Context: an optimization exercise on an open-source flow, tuned for a short achievable clock period and few clock cycles. The choices shown serve that exercise and are no tape-out recipe.
Only simulation tests tie the RTL to the original design; equivalence was not proved.
No activity file was given, so power comes from the tool's default toggle rates.

== job 103 ==
// processor
module processor(
input clk,
input rst,
output [31:0] imem_addr,
input  [31:0] imem_data,
output [31:0] dmem_addr,
output [31:0] dmem_wdata,
output dmem_we,
output dmem_re,
input  [31:0] dmem_rdata,
output ret_valid,
output [31:0] ret_pc,
output ret_we,
output [4:0] ret_waddr,
output [31:0] ret_wdata
);
==> flow/config.mk <==
export PLATFORM = sky130hd
export DESIGN_NAME = processor
export DESIGN_NICKNAME = processor
export VERILOG_FILES = /design/flow/design.v
export SDC_FILE = /design/flow/constraint.sdc
export NUM_CORES = 4
export LEC_CHECK = 0
export CAP_MARGIN = 20
export CORE_MARGIN = 2
export CORE_UTILIZATION = 40
export SETUP_SLACK_MARGIN = 0.5
export SLEW_MARGIN = 20
==> flow/constraint.sdc <==
create_clock -name core_clock -period 11.0 [get_ports {clk}]
set_input_delay 2.2000 -clock core_clock [delete_from_list [all_inputs] [get_ports {clk}]]
set_output_delay 2.2000 -clock core_clock [all_outputs]
set_load 0.01 [all_outputs]
standard.sh (not shown) runs the stock make flow with config.mk's settings and CLKGATE_MAP_FILE= SYNTH_SCRIPT=/design/flow/synth_recipe.tcl, a recipe that flattens the netlist after the stock synthesis.
==> flow/flow/run.sh <==
#!/bin/bash
# Standard ORFS layout (the standard.sh, unchanged synthesis), with timing repair
# asked for a larger setup margin so that it keeps shortening the worst paths, and
# the port buffers made plain buffers (buf_4) rather than the smallest buffer-like cell.
set -euo pipefail
cd "$(dirname "$0")/.."
bash standard.sh SETUP_SLACK_MARGIN=7.5 TNS_END_PERCENT=20 \
  "BUFFER_PORTS_ARGS=-buffer_cell sky130_fd_sc_hd__buf_4" finish > standard_flow.log 2>&1
Testbench counts of job 103, summed over its fixed seeds: cycles 136,589.
Input-level comparison between job 101 and job 103:
diff --git a/flow/design.v b/flow/design.v
--- a/flow/design.v
+++ b/flow/design.v
@@ -193,28 +193,33 @@
 reg        we_m, lw_m, dwe_m, dre_m;
 reg [4:0]  wa_m;
 reg        v_w;
 reg [31:0] res_w, pc_w;
 reg        we_w;
 reg [4:0]  wa_w;
 reg        flag_n, flag_v;
 reg [31:0] rf [0:31];
-reg        btb_v   [0:31];
-reg [6:0]  btb_tag [0:31];
-reg [31:0] btb_tgt [0:31];
+localparam BW = 5;
+localparam TW = 12 - BW;
+reg        btb_v   [0:(1<<BW)-1];
+reg [TW-1:0] btb_tag [0:(1<<BW)-1];
+reg [31:0] btb_tgt [0:(1<<BW)-1];
+reg        btb_abs [0:(1<<BW)-1];   
 reg        bu_set, bu_clr;
-reg [4:0]  bu_idx;
-reg [6:0]  bu_tag;
+reg [BW-1:0] bu_idx;
+reg [TW-1:0] bu_tag;
 reg [31:0] bu_tgt;
+reg [19:0] bu_pch;           
 assign imem_addr = pc_f;
 wire [31:0] pc4_f  = pc_f + 32'd4;
-wire [4:0]  idx_f  = pc_f[6:2];
-wire        hit_f  = btb_v[idx_f] & (btb_tag[idx_f] == {pc_f[11:7], pc_f[1:0]});
-wire [31:0] pred_f = hit_f ? btb_tgt[idx_f] : pc4_f;
+wire [BW-1:0] idx_f = pc_f[BW+1:2];
+wire        hit_f  = btb_v[idx_f] & (btb_tag[idx_f] == {pc_f[11:BW+2], pc_f[1:0]});
+wire [31:0] btgt_f = btb_tgt[idx_f];
+wire [31:0] pred_f = hit_f ? {btb_abs[idx_f] ? btgt_f[31:12] : pc_f[31:12], btgt_f[11:0]} : pc4_f;
 wire [5:0] op_d = ir_d[31:26];
 wire [5:0] fn_d = ir_d[5:0];
 wire [4:0] rs_d = ir_d[25:21];
 wire [4:0] rt_d = ir_d[20:16];
 wire [4:0] rd_d = ir_d[15:11];
 wire rtype_d  = (op_d == 6'h00);
 wire i_brv    = rtype_d & (fn_d == 6'h14);
 wire i_jmxor  = rtype_d & (fn_d == 6'h21);
@@ -263,23 +268,27 @@
 wire blez_use = v_e & blez_e & ((rs_d == 5'd25) | (need_b & (rt_d == 5'd25)));
 wire stall    = v_d & (load_use | blez_use);
 wire go_d     = v_d & ~stall & ~mis_e;
 wire [31:0] sext_d = {{16{ir_d[15]}}, ir_d[15:0]};
 wire [31:0] zext_d = {16'd0, ir_d[15:0]};
 wire [31:0] bta_d  = pc4_d + {sext_d[29:0], 2'b00};
 wire [31:0] jta_d  = {pc4_d[31:28], ir_d[25:0], 2'b00};
 wire [31:0] st_d   = i_baln ? jta_d : bta_d;
+wire redir_d = go_d & i_jalpc & ~hit_d;
 always @(posedge clk) begin
   if (rst) begin
     pc_f <= 32'd0;
     v_d  <= 1'b0;
   end else if (mis_e) begin
     pc_f <= next_e;
     v_d  <= 1'b0;
+  end else if (redir_d) begin
+    pc_f <= bta_d;
+    v_d  <= 1'b0;
   end else if (!stall) begin
     pc_f <= pred_f;
     v_d  <= 1'b1;
   end
   if (!stall) begin
     hit_d <= hit_f;
     ir_d  <= imem_data;
     pc_d  <= pc_f;
@@ -290,17 +299,17 @@
     a_e     <= a_fwd;
     b_e     <= (i_lw | i_sw) ? sext_d : i_nori ? zext_d : b_fwd;
     sd_e    <= b_fwd;
     pc_e    <= pc_d;
     pc4_e   <= pc4_d;
     st_e    <= st_d;
     pnx_e   <= pc_f;
     pnx4_e  <= (pc_f == pc4_d);
-    pnxst_e <= (pc_f == st_d);
+    pnxst_e <= (pc_f == st_d) | redir_d;
     hit_e   <= hit_d;
     we_e    <= rtype_d | i_lw | i_nori | i_jalpc | i_baln;
     wa_e    <= i_blezal ? 5'd25 : (i_jmxor | i_baln) ? 5'd31 : rtype_d ? rd_d : rt_d;
     lw_e    <= i_lw;
     sw_e    <= i_sw;
     link_e  <= i_jmxor | i_blezal | i_jalpc | i_baln;
     sub_e   <= i_sub | i_slt | i_beq;
     s_ar_e  <= ~(i_and | i_or | i_slt | i_brv | i_jmxor | i_nori | i_blezal);
@@ -314,22 +323,24 @@
     jx_e    <= i_jmxor | i_brv;
     brv_e   <= i_brv;
     baln_e  <= i_baln;
     blez_e  <= i_blezal;
     beq_e   <= i_beq;
   end
   bu_set <= v_e & take_e & ~rst;
   bu_clr <= v_e & ~take_e & hit_e & ~rst;
-  bu_idx <= pc_e[6:2];
-  bu_tag <= {pc_e[11:7], pc_e[1:0]};
+  bu_idx <= pc_e[BW+1:2];
+  bu_tag <= {pc_e[11:BW+2], pc_e[1:0]};
   bu_tgt <= tgt_e;
+  bu_pch <= pc_e[31:12];
   if (bu_set) begin
     btb_tag[bu_idx] <= bu_tag;
     btb_tgt[bu_idx] <= bu_tgt;
+    btb_abs[bu_idx] <= (bu_tgt[31:12] != bu_pch);
   end
   v_m   <= v_e & ~rst;
   dwe_m <= v_e & sw_e & ~rst;
   dre_m <= v_e & lw_e & ~rst;
   begin
     res_m <= res_e;
     sd_m  <= sd_e;
     pc_m  <= pc_e;
@@ -348,17 +359,17 @@
     we_w  <= we_m;
     wa_w  <= wa_m;
   end
   if (v_w & we_w) rf[wa_w] <= res_w;
 end
 integer i;
 always @(posedge clk)
   if (rst) begin
-    for (i = 0; i < 32; i = i + 1) btb_v[i] <= 1'b0;
+    for (i = 0; i < (1<<BW); i = i + 1) btb_v[i] <= 1'b0;
   end else if (bu_set) begin
     btb_v[bu_idx] <= 1'b1;
   end else if (bu_clr) begin
     btb_v[bu_idx] <= 1'b0;
   end
 assign dmem_addr  = res_m;
 assign dmem_wdata = sd_m;
 assign dmem_we    = dwe_m;
==> comparison <==
Compared with job 103, job 101 shows a die extent in x that is about 0.6% higher.
The run showing the greater count of flip-flops with a built-in enable after synthesis is job 101.
On overflow left after global routing, job 103 and job 101 are basically level.
Job 101 ends up with a global-route usage that is 0.36 points lower than in job 103.
Between job 101 and job 103, the xor/xnor share of the synthesized area does not differ in any meaningful way.
Between job 103 and job 101, the flow reports core footprint increasing slightly.
Testbench counts of job 101, summed over its fixed seeds: cycles 135,275.

* * *

Another version of the RTL of processor (not shown whole).
Size: about 8,400 cells after synthesis, about 120,000 um^2 of cells after synthesis.
==> flow/config.mk <==
export PLATFORM = sky130hd
export DESIGN_NAME = processor
export DESIGN_NICKNAME = processor
export VERILOG_FILES = /design/flow/design.v
export SDC_FILE = /design/flow/constraint.sdc
export NUM_CORES = 4
export LEC_CHECK = 0
export CAP_MARGIN = 20
export CORE_MARGIN = 2
export CORE_UTILIZATION = 40
export SETUP_SLACK_MARGIN = 0.5
export SLEW_MARGIN = 20
==> flow/constraint.sdc <==
create_clock -name core_clock -period 11.0 [get_ports {clk}]
set_input_delay 2.2000 -clock core_clock [delete_from_list [all_inputs] [get_ports {clk}]]
set_output_delay 2.2000 -clock core_clock [all_outputs]
set_load 0.01 [all_outputs]
==> flow/flow/run.sh <==
#!/bin/bash
# Standard ORFS layout (the standard.sh, unchanged synthesis), with timing repair
# asked for a larger setup margin so that it keeps shortening the worst paths.
set -euo pipefail
cd "$(dirname "$0")/.."
bash standard.sh SETUP_SLACK_MARGIN=7.5 TNS_END_PERCENT=20 finish > standard_flow.log 2>&1
Testbench counts at the start, summed over its fixed seeds: cycles 135,275.
Edit:
--- a/flow/design.v
+++ b/flow/design.v
@@ -306,32 +306,22 @@
 wire haz_f = (i_lw & ((rt_d == rs_f) | (need_b_f & (rt_d == rt_f)))) |
              (i_blezal & ((rs_f == 5'd25) | (need_b_f & (rt_f == 5'd25))));
 wire stall = v_d & stall_q;
 wire go_d     = v_d & ~stall & ~mis_e;
 wire [31:0] bta_d  = pc4_d + {sext_d[29:0], 2'b00};
 wire [31:0] jta_d  = {pc4_d[31:28], ir_d[25:0], 2'b00};
 wire [31:0] st_d   = i_baln ? jta_d : bta_d;
 wire redir_d = v_d & ~stall & i_jalpc & ~hit_d;
 wire [31:0] pc_n = rst ? 32'd0 : mis_e ? next_e : stall ? pc_f : redir_d ? bta_d : pred_f;
-reg [31:0] oh_tgt, oh_pc4, oh_bta, oh_pred, oh_n;
-always @(*) begin
-  for (k = 0; k < 32; k = k + 1) begin
-    oh_tgt[k]  = (tgt_e[6:2] == k);
-    oh_pc4[k]  = (pc4_e[6:2] == k);
-    oh_bta[k]  = (bta_d[6:2] == k);
-    oh_pred[k] = hit_f ? (btgt_f[6:2] == k) : pcoh_f[(k + 31) % 32];    
-  end
-  oh_n = rst ? 32'd1 : mis_e ? (take_e ? oh_tgt : oh_pc4) : stall ? pcoh_f : redir_d ? oh_bta : oh_pred;
-end
 integer i;
 always @(posedge clk) begin
   pc_f <= pc_n;
-  pcoh_f <= oh_n;
+  for (i = 0; i < 32; i = i + 1) pcoh_f[i] <= (pc_n[6:2] == i);
   if (rst | mis_e | redir_d) v_d <= 1'b0;
   else if (!stall) v_d <= 1'b1;
   stall_q <= ~rst & v_d & ~stall & haz_f;
   if (!stall) begin
     hit_d <= hit_f;
     ir_d  <= imem_data;
     for (i = 0; i < 32; i = i + 1) begin
       rs_oh_d[i] <= (rs_f == i);
       rt_oh_d[i] <= (rt_f == i);
Power decreases by 1.9%.
Register-to-register slack gets better by 0.08 ns.
Sequential power barely changes.
Cell area decreases by 1.7%.
Clock power stays flat.
Testbench counts after the change, summed over its fixed seeds: cycles 135,275.

-- port drivers added, routing unchanged --
The flow's constraints put no driver on any port. The routed layouts listed below were extracted and timed again, unchanged, in two steps.
Step 1 assumes that a clkbuf_16 drives the clock port and a buf_2 every other input.
Step 2 times the ports against the registers' clock, not the clock port: input delays grow and output delays shrink by t, the midpoint of the rising clock arrivals with the driver on.
Three values: ideal ports, drivers, drivers and shift; two values: the first two.
run | t (ns) | setup slack, ns | worst setup path after step 2
job 103 | 0.993 | 7.250 / 7.154 / 6.880 | input to register
job 101 | 1.010 | 7.197 / 7.155 / 6.578 | input to register
the first run of note 2 | 1.027 | 7.023 / 7.023 / 6.146 | input to register
the second run of note 2 | 1.034 | 7.102 / 7.073 / 6.177 | input to register
After both steps every run listed still meets setup and hold. For the second run of note 2, which loses most, drivers alone change the setup slack by -0.029 ns; drivers and shift together by -0.925 ns.
